This is an optimization exercise on Yosys and OpenROAD, whose aim is small area, a short achievable clock period and few clock cycles per item, not a production implementation. At most, simulation tests tie the RTL to the original design; equivalence was not proved.

v57:
// Exponential
module Exponential(input clk, rst, start, input [15:0] x,
                   output done, output [1:0] intpart, output [15:0] fracpart);
Settings: LEC_CHECK=0, CAP_MARGIN=20, CORE_MARGIN=2, CORE_UTILIZATION=40, SETUP_SLACK_MARGIN=3, SLEW_MARGIN=20; clock period 9.0 ns.
run.sh (not shown) runs the stock make flow with config.mk's settings and CLKGATE_MAP_FILE= SYNTH_SCRIPT=/design/flow/synth_recipe.tcl, a recipe that flattens the netlist after the stock synthesis.
Testbench counts of v57, summed over its fixed seeds: cycles 3,484, items 384.
### v57 -> v21
diff --git a/flow/config.mk b/flow/config.mk
--- a/flow/config.mk
+++ b/flow/config.mk
@@ -9,3 +9,3 @@
 export CORE_MARGIN = 2
-export CORE_UTILIZATION = 40
+export CORE_UTILIZATION = 70
 export SETUP_SLACK_MARGIN = 3
--- outcome ---
v21 ends up with higher global-route total usage across every layer than v57 does.
v57 ended up with met4 as its top layer used by detailed routing; v21 ended up with met5.
In v21, the final critical delay including setup and external delays came out 0.12 ns above the value in v57.
v21: first-pass detailed-route iteration total 1 above v57
v21 against v57; wire length is down by a few percent.
Final clock period utilization by the worst path is lower on v57
Diff v57 -> v21: count of non-CTS inverters in the layout shows no meaningful change; final design area excluding fillers fell by about 1.6%.
v21 reports a lower slack of the critical path than v57 does.
Layout overhead on the synthesized area, v21 and v57, lower one = v21.
For v21, the slowest cell on the critical path was sky130_fd_sc_hd__fa_1, unlike v57, where it was sky130_fd_sc_hd__fa_2.
#### Input delta (v55 over v21)
diff --git a/flow/config.mk b/flow/config.mk
--- a/flow/config.mk
+++ b/flow/config.mk
@@ -9,4 +9,4 @@
 export CORE_MARGIN = 2
-export CORE_UTILIZATION = 70
-export SETUP_SLACK_MARGIN = 3
+export CORE_UTILIZATION = 40
+export SETUP_SLACK_MARGIN = 4
 export SLEW_MARGIN = 20
Results
Lower post-DP HPWL goes to v21 over v55. Sort v55 and v21 by maximum number of pins on one net before global-route repair asc -> top: v21. The worst hold slack on v21 is in line with that on v55.


Exponential, a different RTL version from the one above (not shown whole).
Size: roughly 64 flip-flops, ~38 I/O pins, ~10000 sq um of cells after synthesis.
==> flow/config.mk <==
export PLATFORM = sky130hd
export DESIGN_NAME = Exponential
export DESIGN_NICKNAME = Exponential
export VERILOG_FILES = /design/flow/design.v
export SDC_FILE = /design/flow/constraint.sdc
export NUM_CORES = 4
export LEC_CHECK = 0
export CAP_MARGIN = 20
export CORE_MARGIN = 2
export CORE_UTILIZATION = 60
export SETUP_SLACK_MARGIN = 3
export SLEW_MARGIN = 20
==> flow/constraint.sdc <==
create_clock -name core_clock -period 9.0 [get_ports {clk}]
set_input_delay 1.8000 -clock core_clock [delete_from_list [all_inputs] [get_ports {clk}]]
set_output_delay 1.8000 -clock core_clock [all_outputs]
set_load 0.01 [all_outputs]
The baseline ran to the end with no violations.
Testbench counts at the start, summed over its fixed seeds: cycles 3,484, items 384.
Next try:
CTS_BUF_LIST = sky130_fd_sc_hd__clkbuf_4 sky130_fd_sc_hd__clkbuf_8   (was not set)
CTS_CLUSTER_SIZE = 40   (was not set)
SETUP_SLACK_MARGIN = 3.5   (was 3)
Routed wire length rose by 6.0%.
Flip-flop and latch count does not change.
Area after synthesis does not change.
Final area rose by 7.6%.
Die area is unchanged.
Clock-buffer cell count rose by 1.
Utilization rose by 5.0 points.
Next try:
SETUP_SLACK_MARGIN = 2.75   (was 3.5)
Register-to-register slack gets worse by 500 ps; count of clock-buffer cells in the layout decreases by 1; via count decreases by 4.8%.
Next try:
SETUP_SLACK_MARGIN = 2.5   (was 2.75)
Outcome: The changed run finished with timing, DRC and antenna clean; synthesized cell count is unchanged; via count stays flat; worst hold slack is about the same; final area hardly moves; core utilization hardly moves; setup slack degrades by 270 ps; wire length is about the same.


## job 103
Exponential again, from the RTL that the note above started with.
make LEC_CHECK=0 CAP_MARGIN=20 CORE_MARGIN=2 CORE_UTILIZATION=60 CTS_BUF_LIST='sky130_fd_sc_hd__clkbuf_2 sky130_fd_sc_hd__clkbuf_4' CTS_CLUSTER_SIZE=60 SETUP_SLACK_MARGIN=3 SLEW_MARGIN=20 finish   # period 9.0 ns
Testbench counts of job 103, summed over its fixed seeds: cycles 3,484, items 384.
#### Input delta (job 102 over job 103)
- CTS_CLUSTER_SIZE: 60 -> 40
- CTS_BUF_LIST: sky130_fd_sc_hd__clkbuf_2 sky130_fd_sc_hd__clkbuf_4 -> sky130_fd_sc_hd__clkbuf_4 sky130_fd_sc_hd__clkbuf_8
==> results.txt <==
The run showing the smaller worst path required time is job 102. Reported for job 102 and job 103, sequential cell count turned out identical to the last digit. Final area | job 102 above job 103. Job 102: largest fanout on the critical path higher than job 103. Of the two values seen for master of the slowest instance on the critical path, fa_1 was produced by job 103 and dfxtp_2 by job 102. Diff job 103 -> job 102: worst hold slack now sits lower; share of cell area taken by multi-input logic gates saw a decrease; maximum achievable frequency now sits higher.


Another version of the RTL of Exponential (not shown whole).
For scale: ~1300 cells after synthesis, roughly 64 flip-flops, roughly 38 I/O pins.
export LEC_CHECK = 0
export CAP_MARGIN = 20
export CORE_MARGIN = 2
export CORE_UTILIZATION = 60
export SETUP_SLACK_MARGIN = 4.5
export SLEW_MARGIN = 20
create_clock -name core_clock -period 9.0 [get_ports {clk}]
Rerun with:
SETUP_SLACK_MARGIN = 3.5   (was 4.5)
Register-to-register slack degrades by 20 ps.
Setup slack degrades by 20 ps.
Clock skew is about the same.
Maximum frequency is lower by 0.38%.
Cell area is lower by about 3%.
Routed wire length is lower by 2.1%.
Utilization is lower by 2.2 points.
Synthesized area is unchanged.
Rerun with:
SETUP_SLACK_MARGIN = 3   (was 3.5)
Effect: Die area stays the same. Global-route usage stays flat. Critical path depth came out higher by 2. Worst hold slack gets better by 7.8 ps.
Function was not checked in any run of this note: the RTL went through the layout flow alone.


Exponential, a different RTL version from the one above (not shown whole).
Size in the first run: roughly 1200 cells after synthesis, about 68 flip-flops, about 38 I/O pins, about 10000 um^2 of cells after synthesis.
clock: 9.0 ns
lec_check: 0
cap_margin: 20
core_margin: 2
core_utilization: 60
cts_buf_list: sky130_fd_sc_hd__clkbuf_4 sky130_fd_sc_hd__clkbuf_8
cts_cluster_size: 40
setup_slack_margin: 3.5
slew_margin: 20
Testbench counts at the start, summed over its fixed seeds: cycles 3,058, items 384.
Next try:
- SETUP_SLACK_MARGIN: 3.5 -> 3
After rerunning: Wire length decreases by 1.2%. Die area does not change. Cell area shrinks by 5.4%.


north:
RTL: one of the versions met above, not the one the previous note started from.
Size: about 1300 cells after synthesis, about 56 flip-flops, ~11000 um^2 of cells after synthesis.
// Exponential
module Exponential(input clk, rst, start, input [15:0] x,
                   output done, output [1:0] intpart, output [15:0] fracpart);
clock: 9.0 ns
lec_check: 0
cap_margin: 20
core_margin: 2
core_utilization: 60
setup_slack_margin: 3
slew_margin: 20
Testbench counts of north, summed over its fixed seeds: cycles 3,484, items 384.
Edits applied to the flow inputs when going from north to south:
- removing SETUP_SLACK_MARGIN (formerly 3)
- changing CORE_UTILIZATION from 60 to 40
south ended with every stage complete and zero timing, DRC or antenna violations.
south vs north: filler cell count up by more than half
In terms of clock-cell share of area, north and south differ only marginally.
Comparing north against south, there is no change at all in remaining global-route overflow.
On number of antenna violations at the first check in global routing, the lower figure sits with south, not north.
Footprint of the multi-input gates: north and south compared, lower one is south
south reports a lower count of cells resized by post-cts repair than north does.


== P ==
RTL: one of the versions met above, not the one the previous note started from.
Size: ~1200 cells after synthesis, roughly 68 flip-flops, roughly 38 I/O pins, roughly 0.010 sq mm of cells after synthesis.
clock: 9.0 ns
lec_check: 0
cap_margin: 20
core_margin: 2
core_utilization: 50
cts_buf_list: sky130_fd_sc_hd__clkbuf_4 sky130_fd_sc_hd__clkbuf_8
cts_cluster_size: 40
setup_slack_margin: 3
slew_margin: 20
Testbench counts of P, summed over its fixed seeds: cycles 3,058, items 384.
Inputs modified between P and Q:
diff --git a/flow/config.mk b/flow/config.mk
--- a/flow/config.mk
+++ b/flow/config.mk
@@ -9,6 +9,6 @@
 export CORE_MARGIN = 2
-export CORE_UTILIZATION = 50
+export CORE_UTILIZATION = 60
 export CTS_BUF_LIST = sky130_fd_sc_hd__clkbuf_4 sky130_fd_sc_hd__clkbuf_8
 export CTS_CLUSTER_SIZE = 40
-export SETUP_SLACK_MARGIN = 3
+export SETUP_SLACK_MARGIN = 3.25
 export SLEW_MARGIN = 20
==> comparison <==
Summary — overall die width, Q relative to P: lower, by 13 um.
Routed wire length (Q vs. P) decreases slightly
Cmp Q vs P: vias after detailed routing higher in Q
Of Q and P, it is Q that has the higher worst slack after detailed placement.
Of Q and P, Q shows the higher required time at the endpoint of the critical path, with P below it.
For the total routing usage reported by global routing, Q came in 4.6 points higher than P did.
Diff P -> Q: finished layout cell area went down by 0.51%; placed wire-length estimate after detailed placement fell 1.2 mm.
For the smallest setup slack after layout, Q came in 0.31 ns higher than P did.
Between P and Q, worst slack on hold paths increased.

re-timing with driven ports:
The results above use ideal ports. As a check the final layouts listed here were re-extracted and re-timed, cells and wires unchanged. Step 1 (the two cells are an assumption about what drives the block):
set clk [get_ports {clk}]
set_driving_cell -lib_cell sky130_fd_sc_hd__clkbuf_16 $clk
set_driving_cell -lib_cell sky130_fd_sc_hd__buf_2 [delete_from_list [all_inputs] $clk]
Step 2 also shifts input and output timing later by t, the mid clock arrival at the registers, as if the neighbouring blocks saw the same clock. Slacks: ideal / step 1 / step 2; pairs: ideal / step 1.
run | shift t [ns] | setup WS [ns] | worst hold slack (ns) | slew at the worst register clock pin (ns)
v57 | 0.337 | 3.060 / 3.060 / 3.060 | 0.467 / 0.467 / 0.467 | 0.08 / 0.08
v21 | 0.332 | 2.935 / 2.935 / 2.935 | 0.477 / 0.477 / 0.477 | 0.08 / 0.08
v55 | 0.331 | 3.061 / 3.061 / 3.061 | 0.478 / 0.478 / 0.478 | 0.08 / 0.08
the first run of note 2 | 0.365 | 3.242 / 3.242 / 3.242 | 0.493 / 0.493 / 0.493 | 0.06 / 0.06
the second run of note 2 | 0.377 | 3.617 / 3.617 / 3.346 | 0.488 / 0.488 / 0.488 | 0.08 / 0.08
the third run of note 2 | 0.376 | 3.117 / 3.117 / 3.117 | 0.490 / 0.490 / 0.490 | 0.08 / 0.08
the fourth run of note 2 | 0.378 | 2.845 / 2.845 / 2.845 | 0.490 / 0.490 / 0.490 | 0.08 / 0.08
job 103 | 0.440 | 3.233 / 3.233 / 3.233 | 0.498 / 0.498 / 0.498 | 0.12 / 0.12
job 102 | 0.377 | 3.264 / 3.264 / 3.264 | 0.493 / 0.493 / 0.493 | 0.08 / 0.08
the first run of note 4 | 0.363 | 3.651 / 3.651 / 3.604 | 0.493 / 0.493 / 0.493 | 0.06 / 0.06
the second run of note 4 | 0.369 | 3.631 / 3.631 / 3.365 | 0.474 / 0.474 / 0.474 | 0.06 / 0.06
the third run of note 4 | 0.379 | 3.206 / 3.206 / 2.987 | 0.482 / 0.482 / 0.482 | 0.06 / 0.06
the first run of note 5 | 0.388 | 3.655 / 3.655 / 3.551 | 0.525 / 0.525 / 0.525 | 0.09 / 0.09
the second run of note 5 | 0.387 | 3.305 / 3.305 / 3.305 | 0.529 / 0.529 / 0.529 | 0.09 / 0.09
north | 0.340 | 3.129 / 3.129 / 3.129 | 0.473 / 0.473 / 0.473 | 0.08 / 0.08
south | 0.338 | 2.401 / 2.401 / 2.401 | 0.467 / 0.467 / 0.467 | 0.08 / 0.08
P | 0.397 | 3.211 / 3.211 / 3.211 | 0.524 / 0.524 / 0.524 | 0.09 / 0.09
Q | 0.386 | 3.518 / 3.518 / 3.518 | 0.536 / 0.536 / 0.536 | 0.09 / 0.09
After both steps every run listed still meets setup and hold. The setup slack of the second run of note 2, which loses most, moves by 0.000 ns with the drivers and by -0.271 ns with both steps.
